What follows belongs to an exercise in optimizing a design on an open flow for small area and a short achievable clock period; a production flow would make more cautious choices.
Only simulation tests tie the RTL to the original design; equivalence was not proved.
Power is estimated from default activity; no workload was simulated.

Setup of the previous run:
// datapath
module datapath(
	input clk,
	input clr,
	input RW,
	input [3:0] DA,
	input [3:0] AA,
	input [3:0] BA,
	input MB,
	input [2:0] FS,
	input MD,
	input [15:0] const_in,
	input [15:0] data_in,
	output [15:0] addr_out,
	output [15:0] data_out,
	output [15:0] f_out,
	output zero_flag
	);
Size: roughly 1200 cells after synthesis, ~100 I/O pins, about 12000 um^2 of cells after synthesis.
clock: 17.0 ns
lec_check: 0
cap_margin: 20
core_margin: 2
core_utilization: 55
slew_margin: 20
synth_hierarchical: 1
standard.sh (not shown) runs the stock make flow with config.mk's settings and CLKGATE_MAP_FILE= SYNTH_SCRIPT=/design/flow/synth_recipe.tcl, a recipe that flattens the netlist after the stock synthesis.
==> flow/flow/run.sh <==
#!/bin/bash
# Standard layout, with plain buffers (not delay cells) on the ports and a
# smaller clock tree without dummy loads.
set -euo pipefail
export BUFFER_PORTS_ARGS="-buffer_cell sky130_fd_sc_hd__buf_1"
export CTS_ARGS="-sink_clustering_enable -repair_clock_nets -dont_use_dummy_load -buf_list {sky130_fd_sc_hd__clkbuf_8} -sink_clustering_size 14 -sink_clustering_max_diameter 80"
export SETUP_SLACK_MARGIN=6.8
export SETUP_MOVE_SEQUENCE=sizeup,swap
bash standard.sh > standard_flow.log 2>&1
The previous run: flow completed, timing, DRC and antenna clean
Inputs modified between the previous run and the current run:
Settings: CORE_UTILIZATION changed from 55 to 65.
diff --git a/flow/flow/run.sh b/flow/flow/run.sh
--- a/flow/flow/run.sh
+++ b/flow/flow/run.sh
@@ -7 +7 @@
-export SETUP_SLACK_MARGIN=6.8
+export SETUP_SLACK_MARGIN=7.5
==> comparison <==
- The current run ends up with a detail-routed net length per standard cell that is 0.19 um higher than in the previous run.
- Summary of the comparison: post-route clock skew is lower in the current run, relative to the previous run.
- Looking at worst hold slack, the current run sits 0.0031 ns lower than the previous run does.
- The final reports for the current run and the previous run show number of clock-tree buffers in the layout lower in the former.
- Diff the current run..the previous run | worst hold path depth | unchanged
- The current run vs the previous run, share of power burned in combinational logic went up by 0.3 points.
- On fraction of layout cells with a size suffix above 1, the previous run and the current run are basically level.
- From the current run to the previous run, count of max-cap constraint violations did not move at all.
- Min depth of the worst register-to-register path across the previous run and the current run: the previous run
- Relative to the previous run, the first-pass GRT wire length of the current run is lower by 2.3%.
- Going from the previous run to the current run, number of filler cells placed in the layout shrinks by 23%.

---

Setup of run 1:
datapath, a different RTL version from the one above (not shown whole).
Size in the first run: roughly 1200 cells after synthesis, ~100 I/O pins, roughly 12000 µm² of cells after synthesis.
Design datapath, start of the top module:
module datapath(
	input clk,
	input clr,
	input RW,
	input [3:0] DA,
	input [3:0] AA,
	input [3:0] BA,
	input MB,
	input [2:0] FS,
	input MD,
	input [15:0] const_in,
	input [15:0] data_in,
	output [15:0] addr_out,
	output [15:0] data_out,
	output [15:0] f_out,
	output zero_flag
	);
	wire [15:0] F;
	wire [15:0] Dw = MD ? data_in : F;
	wire [15:0] dec = 16'd1 << DA;
	wire [15:0] selA0, selA1, selB0, selB1;
	dec4 da0(.a(AA), .y(selA0));
	dec4 da1(.a(AA), .y(selA1));
	dec4off db0(.a(BA), .off(MB), .y(selB0));
	dec4off db1(.a(BA), .off(MB), .y(selB1));
	wire [15:0] A, An, B;
	wire [15:0] rd [0:15];
	genvar i, j;
	generate
		for (i = 0; i < 16; i = i + 1) begin: regs
			reg [15:0] q;
			wire [15:0] nq;
			wire we = ~clr & RW & dec[i];
			wire hold = ~clr & ~(RW & dec[i]);
			for (j = 0; j < 16; j = j + 1) begin: bits
				hold_mux m(.we(we), .hold(hold), .d(Dw[j]), .q(q[j]), .y(nq[j]));
				assign rd[j][i] = q[j];
			end
			always @(posedge clk)
				q <= nq;
		end
		for (j = 0; j < 16; j = j + 1) begin: rports
  ...
==> flow/config.mk <==
export PLATFORM = sky130hd
export DESIGN_NAME = datapath
export DESIGN_NICKNAME = datapath
export VERILOG_FILES = /design/flow/design.v
export SDC_FILE = /design/flow/constraint.sdc
export NUM_CORES = 4
export LEC_CHECK = 0
export CAP_MARGIN = 20
export CORE_MARGIN = 2
export CORE_UTILIZATION = 55
export SLEW_MARGIN = 20
export SYNTH_HIERARCHICAL = 1
==> flow/constraint.sdc <==
create_clock -name core_clock -period 17.0 [get_ports {clk}]
set_input_delay 3.4000 -clock core_clock [delete_from_list [all_inputs] [get_ports {clk}]]
set_output_delay 3.4000 -clock core_clock [all_outputs]
set_load 0.01 [all_outputs]
==> flow/flow/run.sh <==
#!/bin/bash
# Standard layout, with plain buffers (not delay cells) on the ports and a
# smaller clock tree without dummy loads.
set -euo pipefail
export BUFFER_PORTS_ARGS="-buffer_cell sky130_fd_sc_hd__buf_2"
export CTS_ARGS="-sink_clustering_enable -repair_clock_nets -dont_use_dummy_load -buf_list {sky130_fd_sc_hd__clkbuf_8} -sink_clustering_size 14 -sink_clustering_max_diameter 80"
export SETUP_SLACK_MARGIN=7.2
export SETUP_MOVE_SEQUENCE=sizeup,swap
bash standard.sh > standard_flow.log 2>&1
Changes in run 2 relative to run 1:
diff --git a/flow/flow/run.sh b/flow/flow/run.sh
--- a/flow/flow/run.sh
+++ b/flow/flow/run.sh
@@ -6,3 +6,3 @@
 export CTS_ARGS="-sink_clustering_enable -repair_clock_nets -dont_use_dummy_load -buf_list {sky130_fd_sc_hd__clkbuf_8} -sink_clustering_size 14 -sink_clustering_max_diameter 80"
-export SETUP_SLACK_MARGIN=7.2
+export SETUP_SLACK_MARGIN=6.6
 export SETUP_MOVE_SEQUENCE=sizeup,swap
--- outcome ---
- Run 2: flow completed, timing, DRC and antenna clean
- Run 2 vs. run 1: maximum operating frequency dropped about 1.9%, total via count in the routed design dropped 48, relative area of clock buffers and inverters in the final design barely changed, fraction of power spent switching nets dropped 0.24 points.
- Diff run 1 -> run 2: non-filler instance count after layout shows no meaningful change, footprint of the multi-input gates shows a reduction of about 2.6%, routed wire length shows a reduction of about 0.7%, total of cells resized after clock tree synthesis shows a reduction of 72.
Changes in run 3 relative to run 2:
diff --git a/flow/flow/run.sh b/flow/flow/run.sh
--- a/flow/flow/run.sh
+++ b/flow/flow/run.sh
@@ -6,4 +6,2 @@
 export CTS_ARGS="-sink_clustering_enable -repair_clock_nets -dont_use_dummy_load -buf_list {sky130_fd_sc_hd__clkbuf_8} -sink_clustering_size 14 -sink_clustering_max_diameter 80"
-export SETUP_SLACK_MARGIN=6.6
-export SETUP_MOVE_SEQUENCE=sizeup,swap
 bash standard.sh > standard_flow.log 2>&1
==> comparison <==
Compared with run 2, run 3 shows a higher via count.
On area of the core, run 2 tracks run 3 almost exactly.
Lower biggest fanout along the worst timing path goes to run 2 over run 3.
From run 3 to run 2, cts-stage hold buffer count did not move at all.
Compared with run 2, run 3 shows synthesis-to-layout area growth lower by 2.0 points.
Run 2 was larger in final cell area than run 3.
Taking run 2 as the reference, in run 3 total power lost 0.52%, setup slack dropped 480 ps.

==> re-timing with driven ports <==
The flow's constraints put no driver on any port. The routed layouts listed below were extracted and timed again, unchanged, in two steps. Step 1, drivers: a clkbuf_16 drives clk and a buf_2 each remaining input, both assumed. Step 2, shift: input delay + t, output delay - t, t = (earliest + latest rising clock arrival at the registers) / 2. This alone moves slack from input paths to output paths. Slacks: ideal ports / drivers / drivers and shift; pairs: ideal ports / drivers.
run	t, ns	slack for setup (ns)	cell pins on the clock port's net
the previous run	0.597	6.690 / 6.629 / 6.629	1
the current run	0.599	6.784 / 6.710 / 6.710	1
run 1	0.594	6.835 / 6.789 / 6.789	1
run 2	0.582	6.643 / 6.619 / 6.619	1
run 3	0.578	6.164 / 6.143 / 6.143	1
After both steps every run listed still meets setup and hold. The setup slack of the current run, which loses most, moves by -0.074 ns with the drivers and by -0.074 ns with both steps.
